This is an optimization exercise on Yosys and OpenROAD, whose aim is small area, not a production implementation.
In this exercise RTL edits were held to simulation tests only and were not proved equivalent to the original.

==> flow/design.v <==
module pc_fa (input a, input b, input c, output s, output co);
    assign s  = a ^ b ^ c;
    assign co = (a & b) | (c & (a ^ b));
endmodule
module pc_ha (input a, input b, output s, output co);
    assign s  = a ^ b;
    assign co = a & b;
endmodule
module pc_pop7 (input [6:0] x, output [2:0] y);
    wire [1:0] a, b;
    wire c1;
    pc_fa f0 (.a(x[0]), .b(x[1]), .c(x[2]), .s(a[0]), .co(a[1]));
    pc_fa f1 (.a(x[3]), .b(x[4]), .c(x[5]), .s(b[0]), .co(b[1]));
    pc_fa f2 (.a(a[0]), .b(b[0]), .c(x[6]), .s(y[0]), .co(c1));
    pc_fa f3 (.a(a[1]), .b(b[1]), .c(c1),   .s(y[1]), .co(y[2]));
endmodule
module pc_pop15 (input [14:0] x, output [3:0] y);
    wire [2:0] a, b;
    wire [1:0] c;
    pc_pop7 p0 (.x(x[6:0]),  .y(a));
    pc_pop7 p1 (.x(x[13:7]), .y(b));
    pc_fa f0 (.a(a[0]), .b(b[0]), .c(x[14]), .s(y[0]), .co(c[0]));
    pc_fa f1 (.a(a[1]), .b(b[1]), .c(c[0]),  .s(y[1]), .co(c[1]));
    pc_fa f2 (.a(a[2]), .b(b[2]), .c(c[1]),  .s(y[2]), .co(y[3]));
endmodule
module pc_pop32 (input [31:0] x, output [4:0] y, output zlo, output zhi);
    wire [3:0] a, b;
    wire [2:0] c;
    pc_pop15 p0 (.x(x[14:0]),  .y(a));
    pc_pop15 p1 (.x(x[30:16]), .y(b));
    pc_fa f0 (.a(a[0]), .b(b[0]), .c(x[15]), .s(y[0]), .co(c[0]));
    pc_fa f1 (.a(a[1]), .b(b[1]), .c(c[0]),  .s(y[1]), .co(c[1]));
    pc_fa f2 (.a(a[2]), .b(b[2]), .c(c[1]),  .s(y[2]), .co(c[2]));
    pc_fa f3 (.a(a[3]), .b(b[3]), .c(c[2]),  .s(y[3]), .co(y[4]));
    assign zlo = ~(|a | x[15]);
    assign zhi = ~(|b | x[31]);
endmodule
module pc_acc #(parameter W = 12) (
    input [W-1:0] acc, input [4:0] p, input ci, input g, input clr, output [W-1:0] s);
    wire          ge = g & ~clr;
    wire [W-1:0]  a  = acc & {W{~clr}};
    wire [4:0]    pg = p & {5{ge}};
    wire [W:0]    c;
    assign c[0] = ci & ge;
    genvar k;
    generate
        for (k = 0; k < 5; k = k + 1) begin : g_fa
            pc_fa f (.a(a[k]), .b(pg[k]), .c(c[k]), .s(s[k]), .co(c[k+1]));
        end
        for (k = 5; k < W - 1; k = k + 1) begin : g_ha
            pc_ha h (.a(a[k]), .b(c[k]), .s(s[k]), .co(c[k+1]));
        end
    endgenerate
    assign s[W-1] = a[W-1] ^ c[W-1];
endmodule
module pc_gt #(parameter W = 12) (input [W-1:0] a, input [W-1:0] bn, output gt);
    wire [W:0] c;
    assign c[1] = a[0] & bn[0];
    genvar k;
    generate
        for (k = 1; k < W; k = k + 1) begin : g_c
            assign c[k+1] = (a[k] & bn[k]) | (c[k] & (a[k] | bn[k]));
        end
    endgenerate
    assign gt = c[W];
endmodule
module pc_lane_next (
    input  [11:0] acc,
    input  [4:0]  p,
    input         pc,
    input         acc_en,    
    input         acc_clr,   
    input  [11:0] thr_n,     
    input         hi,        
    input         lo,        
    input  [3:0]  q,
    input         f,
    input         r,
    input         r_set,     
    input         r_chk,     
    input         id_upd,    
    input         id_clr,    
    output [11:0] acc_d,
    output [3:0]  q_d,
    output        f_d,
    output        r_d
);
    pc_acc #(.W(12)) u_acc (.acc(acc), .p(p), .ci(pc), .g(acc_en), .clr(acc_clr), .s(acc_d));
    wire over;
    pc_gt #(.W(12)) u_gt (.a(acc), .bn(thr_n), .gt(over));
    wire [15:0] fbt  = 16'h02fd;       
    wire        fb   = fbt[q];
    wire        is15 = (q == 4'b1000);
    wire        done = f & q[0];
    wire        ok   = hi & lo;
    wire        hold = ~id_upd & ~(id_clr & ~done);
    assign q_d[3:1] = ({3{id_upd & ok}} & q[2:0]) | ({3{hold}} & q[3:1]);
    assign q_d[0]   = (id_upd & (f | (hi & (lo ? fb : ~is15)))) | (hold & q[0]);
    assign f_d      = (id_upd & (f | (ok & is15))) | (hold & f);
    assign r_d      = r_set | (r_chk ? (r & ~over) : (id_upd ? done : r));
endmodule
module pattern_comparator #(
    parameter WIDTH = 32
)(
    input i_clk,
    input i_rst_n,
    input i_Type_comp,
    input [1:0] i_state,
    input i_enable_buffer,
    input enable_pattern_comparitor,
    input wire [WIDTH-1:0] i_local_gen_0, i_local_gen_1, i_local_gen_2, i_local_gen_3,
    input wire [WIDTH-1:0] i_local_gen_4, i_local_gen_5, i_local_gen_6, i_local_gen_7,
    input wire [WIDTH-1:0] i_local_gen_8, i_local_gen_9, i_local_gen_10, i_local_gen_11,
    input wire [WIDTH-1:0] i_local_gen_12, i_local_gen_13, i_local_gen_14, i_local_gen_15,
    input wire [WIDTH-1:0] i_Data_by_0, i_Data_by_1, i_Data_by_2, i_Data_by_3,
    input wire [WIDTH-1:0] i_Data_by_4, i_Data_by_5, i_Data_by_6, i_Data_by_7,
    input wire [WIDTH-1:0] i_Data_by_8, i_Data_by_9, i_Data_by_10, i_Data_by_11,
    input wire [WIDTH-1:0] i_Data_by_12, i_Data_by_13, i_Data_by_14, i_Data_by_15,
    input [11:0] i_Max_error_Threshold_per_lane,
    input [15:0] i_Max_error_Threshold_aggregate,
    output reg [15:0] o_per_lane_error,
    output wire o_error_done
);
    wire en = enable_pattern_comparitor;
    wire [31:0] x [0:15];
    assign x[0] = i_Data_by_0 ^ i_local_gen_0;
    assign x[1] = i_Data_by_1 ^ i_local_gen_1;
    assign x[2] = i_Data_by_2 ^ i_local_gen_2;
    assign x[3] = i_Data_by_3 ^ i_local_gen_3;
    assign x[4] = i_Data_by_4 ^ i_local_gen_4;
    assign x[5] = i_Data_by_5 ^ i_local_gen_5;
    assign x[6] = i_Data_by_6 ^ i_local_gen_6;
    assign x[7] = i_Data_by_7 ^ i_local_gen_7;
    assign x[8] = i_Data_by_8 ^ i_local_gen_8;
    assign x[9] = i_Data_by_9 ^ i_local_gen_9;
    assign x[10] = i_Data_by_10 ^ i_local_gen_10;
    assign x[11] = i_Data_by_11 ^ i_local_gen_11;
    assign x[12] = i_Data_by_12 ^ i_local_gen_12;
    assign x[13] = i_Data_by_13 ^ i_local_gen_13;
    assign x[14] = i_Data_by_14 ^ i_local_gen_14;
    assign x[15] = i_Data_by_15 ^ i_local_gen_15;
    wire [31:0] rest = x[1] | x[2] | x[3] | x[4] | x[5] | x[6] | x[7] | x[8] | x[9] | x[10] | x[11] | x[12] | x[13] | x[14] | x[15];
    wire [31:0] x0m = x[0] | (rest & {32{~i_Type_comp}});
    wire acc_en  = en & i_Type_comp;
    wire acc_clr = (i_state == 2'b01);
    wire r_set   = en & (i_state == 2'b01);
    wire r_chk   = en & ~i_state[0] & i_Type_comp;
    wire id_upd  = en & (i_state == 2'b11) & i_enable_buffer;
    wire id_clr  = en & ~i_state[1];
    wire e_add   = en & ~i_state[0] & ~i_Type_comp;
    wire [11:0] thr_n = ~i_Max_error_Threshold_per_lane;
    reg  [11:0] acc [0:15];
    reg  [3:0]  idq [0:15];
    reg  [15:0] idf;
    reg  [15:0] r;
    wire [11:0] acc_d [0:15];
    wire [3:0]  idq_d [0:15];
    wire [15:0] idf_d;
    wire [15:0] r_d;
    wire [4:0]  pcnt  [0:15];
    wire [15:0] zlo, zhi, hi, lo;
    assign hi[0] = ~|x[0][31:16];
    assign lo[0] = ~|x[0][15:0];
    assign hi[15:1] = zhi[15:1];
    assign lo[15:1] = zlo[15:1];
    genvar n;
    generate
        for (n = 0; n < 16; n = n + 1) begin : g_lane
            wire [31:0] xp = (n == 0) ? x0m : x[n];
            pc_pop32 u_pop (.x(xp), .y(pcnt[n]), .zlo(zlo[n]), .zhi(zhi[n]));
            pc_lane_next u_next (
                .acc(acc[n]), .p(pcnt[n]), .pc(xp[31]),
                .acc_en(acc_en), .acc_clr(acc_clr), .thr_n(thr_n),
                .hi(hi[n]), .lo(lo[n]), .q(idq[n]), .f(idf[n]), .r(r[n]),
                .r_set(r_set), .r_chk(r_chk), .id_upd(id_upd), .id_clr(id_clr),
                .acc_d(acc_d[n]), .q_d(idq_d[n]), .f_d(idf_d[n]), .r_d(r_d[n])
            );
            always @(posedge i_clk or negedge i_rst_n) begin
                if (!i_rst_n) begin
                    acc[n] <= 12'd0;
                    idq[n] <= 4'd0;
                    idf[n] <= 1'b0;
                    r[n]   <= 1'b1;
                end else begin
                    acc[n] <= acc_d[n];
                    idq[n] <= idq_d[n];
                    idf[n] <= idf_d[n];
                    r[n]   <= r_d[n];
                end
            end
        end
    endgenerate
    reg  [15:0] err_cnt;
    wire [15:0] err_d;
    pc_acc #(.W(16)) u_eacc (.acc(err_cnt), .p(pcnt[0]), .ci(x0m[31]), .g(e_add), .clr(r_set), .s(err_d));
    always @(posedge i_clk or negedge i_rst_n) begin
        if (!i_rst_n)
            err_cnt <= 16'd0;
        else
            err_cnt <= err_d;
    end
    wire err_over;
    pc_gt #(.W(16)) u_egt (.a(err_cnt), .bn(~i_Max_error_Threshold_aggregate), .gt(err_over));
    assign o_error_done = ~(en & err_over);
    reg enbuf_q;
    always @(posedge i_clk or negedge i_rst_n) begin
        if (!i_rst_n)
            enbuf_q <= 1'b0;
        else
            enbuf_q <= i_enable_buffer;
    end
    always @(posedge i_clk or negedge i_rst_n) begin
        if (!i_rst_n)
            o_per_lane_error <= 16'd0;
        else if (~i_enable_buffer & enbuf_q & i_state[1])
            o_per_lane_error <= r;
    end
endmodule
Settings: LEC_CHECK=0, ABC_CLOCK_PERIOD_IN_PS=18000, CAP_MARGIN=20, CORE_AREA=3 3 477 197, DIE_AREA=0 0 480 200, SLEW_MARGIN=20; clock period 18.0 ns.
standard.sh (not shown) runs the stock make flow with config.mk's settings and CLKGATE_MAP_FILE= SYNTH_SCRIPT=/design/flow/synth_recipe.tcl, a recipe that flattens the netlist after the stock synthesis.
==> flow/flow/run.sh <==
#!/bin/bash
# Own layout flow: the standard ORFS flow (standard.sh) with
#  - a synthesis script derived from synth_recipe.tcl: yosys synth without its
#    internal ABC pass (so extract_fa sees the full adders as written), full
#    adders extracted before half adders, and an area-oriented ABC script
#    (flow/abc_area.script) for the final mapping; registers are untouched;
#  - port buffers made from the smallest buffer cell;
#  - clock tree synthesis without dummy loads.
set -uo pipefail
W=$(pwd)
F=$W/flow
{
  echo 'proc extract_fa {args} { yosys extract_fa -fa {*}$args; yosys opt_clean; yosys extract_fa -ha {*}$args; yosys opt_clean }'
  echo "proc abc {args} { set i [lsearch -exact \$args -script]; if {\$i >= 0} { lset args [expr {\$i + 1}] $F/abc_area.script }; yosys abc {*}\$args }"
  sed '1s/.*/proc synth {args} { yosys synth -nofsm -noshare -noabc {*}$args }/' synth_recipe.tcl
} > my_synth.tcl
sed "s#SYNTH_SCRIPT=[^ ]*#SYNTH_SCRIPT=$W/my_synth.tcl#" standard.sh > my_standard.sh
export BUFFER_PORTS_ARGS="-buffer_cell sky130_fd_sc_hd__buf_1"
export CTS_ARGS="-sink_clustering_enable -repair_clock_nets -dont_use_dummy_load"
bash my_standard.sh finish > make_finish.log 2>&1
==> flow/flow/abc_area.script <==
strash
&get -n
&st
&syn2
&dch -f
&nf -R 1000 -a
&st
&syn2
&dch -f
&nf -R 1000 -a
&st
&dch -f
&nf -R 1000 -a
&put
topo
dnsize
The starting point passed the timing, DRC and antenna checks.
Next try:
--- a/flow/flow/run.sh
+++ b/flow/flow/run.sh
@@ -6,5 +6,6 @@
 #    (flow/abc_area.script) for the final mapping; registers are untouched;
 #  - port buffers made from the smallest buffer cell;
-#  - clock tree synthesis without dummy loads.
+#  - clock tree synthesis without dummy loads, from small clock buffers;
+#  - more antenna repair iterations after detailed routing.
 set -uo pipefail
 W=$(pwd)
@@ -17,4 +18,5 @@
 sed "s#SYNTH_SCRIPT=[^ ]*#SYNTH_SCRIPT=$W/my_synth.tcl#" standard.sh > my_standard.sh
 export BUFFER_PORTS_ARGS="-buffer_cell sky130_fd_sc_hd__buf_1"
-export CTS_ARGS="-sink_clustering_enable -repair_clock_nets -dont_use_dummy_load"
+export CTS_ARGS="-sink_clustering_enable -repair_clock_nets -dont_use_dummy_load -buf_list {sky130_fd_sc_hd__clkbuf_4 sky130_fd_sc_hd__clkbuf_8}"
+export MAX_REPAIR_ANTENNAS_ITER_DRT=10
 bash my_standard.sh finish > make_finish.log 2>&1
- CORE_AREA: 3 3 477 197 -> 3 3 397 167
- DIE_AREA: 0 0 480 200 -> 0 0 400 170
With this change the flow never finished: it broke off in global routing (5_1_grt).
Synthesized area does not change.
Synthesized cell count does not change.

afterwards: timing with drivers on the ports:
The results above use ideal ports. As a check the final layout listed here was re-extracted and re-timed, cells and wires unchanged. Step 1, drivers: a clkbuf_16 drives i_clk and a buf_2 each remaining input, both assumed. Step 2 also shifts input and output timing later by t, the mid clock arrival at the registers, as if the neighbouring blocks saw the same clock. Slacks: ideal / step 1 / step 2; pairs: ideal / step 1.
run: the first run
t, ns: 0.638
setup WS [ns]: 5.975 / 5.967 / 5.329
clock arrival spread, ns: 0.056 / 0.056
worst data-port slew with drivers (ns): 0.61
After both steps the first run still meets setup and hold. For the first run, drivers alone change the setup slack by -0.008 ns; drivers and shift together by -0.646 ns.
